From an optimization exercise on the open Yosys and OpenROAD flow, aimed at small area, a short achievable clock period and few clock cycles per item; shortcuts taken in it are not production practice. At most, simulation tests tie the RTL to the original design; equivalence was not proved.

## Exp
module Exp(
    input clk,
    input rst,
    input [31:0] x,
    input [31:0] n,
    output [31:0] res,
    output done
);
    reg [31:0] b, r, m;
    reg [15:0] one, two, neg;
    wire [31:0] sq, pr;
    sq32 u_sq (.a(b), .y(sq));
    mul32 u_mul (.a(r), .one(one), .two(two), .neg(neg), .y(pr));
    function [47:0] booth_enc(input [31:0] v, input e);
        integer i;
        reg hi, mid, lo;
        reg [15:0] o, t, g;
        begin
            for (i = 0; i < 16; i = i + 1) begin
                hi = v[2*i+1];
                mid = v[2*i];
                lo = (i == 0) ? 1'b0 : v[2*i-1];
                o[i] = (mid ^ lo) & e;
                t[i] = ((hi & ~mid & ~lo) | (~hi & mid & lo)) & e;
                g[i] = hi & ~(mid & lo) & e;
            end
            o[0] = o[0] | ~e;
            booth_enc = {o, t, g};
        end
    endfunction
    assign res = r;
    assign done = ~|m;
    always @(posedge clk) begin
        if (rst) begin
            b <= x;
            r <= 32'd1;
            m <= n;
            {one, two, neg} <= booth_enc(x, n[0]);
        end else begin
            b <= sq;
            r <= pr;
            m <= m >> 1;
            {one, two, neg} <= booth_enc(sq, m[1]);
        end
    end
endmodule
Size: roughly 99 I/O pins.
==> flow/config.mk <==
export PLATFORM = sky130hd
export DESIGN_NAME = Exp
export DESIGN_NICKNAME = Exp
export VERILOG_FILES = /design/flow/design.v
export SDC_FILE = /design/flow/constraint.sdc
export NUM_CORES = 4
export LEC_CHECK = 0
export CAP_MARGIN = 20
export CORE_MARGIN = 2
export CORE_UTILIZATION = 45
export PLACE_DENSITY = 0.6
export SETUP_SLACK_MARGIN = 4.6
export SLEW_MARGIN = 20
export SYNTH_HIERARCHICAL = 1
==> flow/constraint.sdc <==
create_clock -name core_clock -period 10.0 [get_ports {clk}]
set_input_delay 2.0000 -clock core_clock [delete_from_list [all_inputs] [get_ports {clk}]]
set_output_delay 2.0000 -clock core_clock [all_outputs]
set_load 0.01 [all_outputs]
standard.sh (not shown) runs the stock make flow with config.mk's settings and CLKGATE_MAP_FILE= SYNTH_SCRIPT=/design/flow/synth_recipe.tcl, a recipe that flattens the netlist after the stock synthesis.
==> flow/flow/run.sh <==
#!/bin/bash
# The standard layout, with plain buffers (instead of the resizer's default
# pick) on the ports.
set -euo pipefail
export BUFFER_PORTS_ARGS="-buffer_cell sky130_fd_sc_hd__buf_1"
bash standard.sh > orfs_make.log 2>&1
The first run completed without violations.
Testbench counts at the start, summed over its fixed seeds: cycles 6,460, items 384.
Rerun with:
--- a/flow/design.v
+++ b/flow/design.v
@@ -1,62 +1,49 @@
 module Exp(
     input clk,
     input rst,
     input [31:0] x,
     input [31:0] n,
     output [31:0] res,
     output done
 );
     reg [31:0] b, r, m;
     reg [15:0] one, two, neg;
-    wire [31:0] sq, pr;
-    sq32 u_sq (.a(b), .y(sq));
+    wire [31:0] nb, pr;
+    wire [47:0] nenc;
+    sq32 u_sq (.a(b), .x(x), .rst(rst), .e0(n[0]), .e1(m[1]), .nb(nb), .nenc(nenc));
     mul32 u_mul (.a(r), .one(one), .two(two), .neg(neg), .y(pr));
-    function [47:0] booth_enc(input [31:0] v, input e);
-        integer i;
-        reg hi, mid, lo;
-        reg [15:0] o, t, g;
-        begin
-            for (i = 0; i < 16; i = i + 1) begin
-                hi = v[2*i+1];
-                mid = v[2*i];
-                lo = (i == 0) ? 1'b0 : v[2*i-1];
-                o[i] = (mid ^ lo) & e;
-                t[i] = ((hi & ~mid & ~lo) | (~hi & mid & lo)) & e;
-                g[i] = hi & ~(mid & lo) & e;
-            end
-            o[0] = o[0] | ~e;
-            booth_enc = {o, t, g};
-        end
-    endfunction
     assign res = r;
     assign done = ~|m;
     always @(posedge clk) begin
+        b <= nb;
+        {one, two, neg} <= nenc;
         if (rst) begin
-            b <= x;
             r <= 32'd1;
             m <= n;
-            {one, two, neg} <= booth_enc(x, n[0]);
         end else begin
-            b <= sq;
             r <= pr;
             m <= m >> 1;
-            {one, two, neg} <= booth_enc(sq, m[1]);
         end
     end
 endmodule
 module sq32(
     input [31:0] a,
-    output [31:0] y
+    input [31:0] x,
+    input rst,
+    input e0,
+    input e1,
+    output [31:0] nb,
+    output [47:0] nenc
 );
-    wire [31:0] ra, rb;
+    wire [31:0] ra, rb, y;
     wire s1 = ~a[0];
     wire s2 = ~(a[0] & a[1]);
     wire s3 = ~(a[0] & a[2]);
     wire s4 = ~(a[0] & a[3]);
     wire s5 = ~(a[0] & a[4]);
     wire s6 = ~(a[0] & a[5]);
     wire s7 = ~(a[0] & a[6]);
     wire s8 = ~(a[0] & a[7]);
     wire s9 = ~(a[0] & a[8]);
     wire s10 = ~(a[0] & a[9]);
     wire s11 = ~(a[0] & a[10]);
@@ -754,22 +741,41 @@
     assign ra[27] = s640;
     assign rb[27] = s641;
     assign ra[28] = s642;
     assign rb[28] = s643;
     assign ra[29] = s644;
     assign rb[29] = s645;
     assign ra[30] = s646;
     assign rb[30] = s647;
     assign ra[31] = ~(~(s31 ^ s60 ^ s87 ^ s112 ^ s135 ^ s156 ^ s175 ^ s192 ^ s207 ^ s220 ^ s231 ^ s240 ^ s247 ^ s252 ^ s255 ^ s270 ^ s272 ^ s274 ^ s348 ^ s350 ^ s352 ^ s354 ^ s452 ^ s454 ^ s456 ^ s542 ^ s544 ^ s594 ^ s648));
     assign rb[31] = 1'b1;
     assign y = ~(ra + rb + 32'd1);
+    function [47:0] booth_enc(input [31:0] v, input e);
+        integer i;
+        reg hi, mid, lo;
+        reg [15:0] o, t, g;
+        begin
+            for (i = 0; i < 16; i = i + 1) begin
+                hi = v[2*i+1];
+                mid = v[2*i];
+                lo = (i == 0) ? 1'b0 : v[2*i-1];
+                o[i] = (mid ^ lo) & e;
+                t[i] = ((hi & ~mid & ~lo) | (~hi & mid & lo)) & e;
+                g[i] = hi & ~(mid & lo) & e;
+            end
+            o[0] = o[0] | ~e;
+            booth_enc = {o, t, g};
+        end
+    endfunction
+    assign nb = rst ? x : y;
+    assign nenc = rst ? booth_enc(x, e0) : booth_enc(y, e1);
 endmodule
 module mul32(
     input [31:0] a,
     input [15:0] one,
     input [15:0] two,
     input [15:0] neg,
     output [31:0] y
 );
     wire [31:0] ra, rb;
     wire m1 = (one[0] & a[0]) ^ neg[0];
     wire m2 = (one[0] & a[1] | two[0] & a[0]) ^ neg[0];
Result: The new run ran to the end with no violations. Via count rises by about 0.46%. Hold slack gets worse by 0.0046 ns. Non-clock buffer count is lower by 20. Worst setup slack gets worse by 0.082 ns. Synthesized cell count went up by about 1.8%. Final area rises by about 0.3%. Sequential share of layout area hardly moves. Wire length went up by about 1.8%.
For the second run of this note, only the layout was checked, not whether the RTL still works.

==> port drivers added, routing unchanged <==
How much do the figures lean on ideal ports? The routed layouts below were timed once more, with nothing changed but the port constraints.
Step 1 assumes that a clkbuf_16 drives the clock port and a buf_2 every other input.
Step 2 also shifts input and output timing later by t, the mid clock arrival at the registers, as if the neighbouring blocks saw the same clock.
Three values: no drivers, after step 1, after step 2; two values: the first two.
| run | shift t [ns] | slack for setup (ns) | worst hold slack (ns) |
|---|---|---|---|
| the first run | 0.517 | 4.619 / 4.619 / 4.619 | 0.486 / 0.486 / 0.486 |
| the second run | 0.524 | 4.537 / 4.537 / 4.537 | 0.482 / 0.482 / 0.482 |
After both steps every run listed still meets setup and hold.
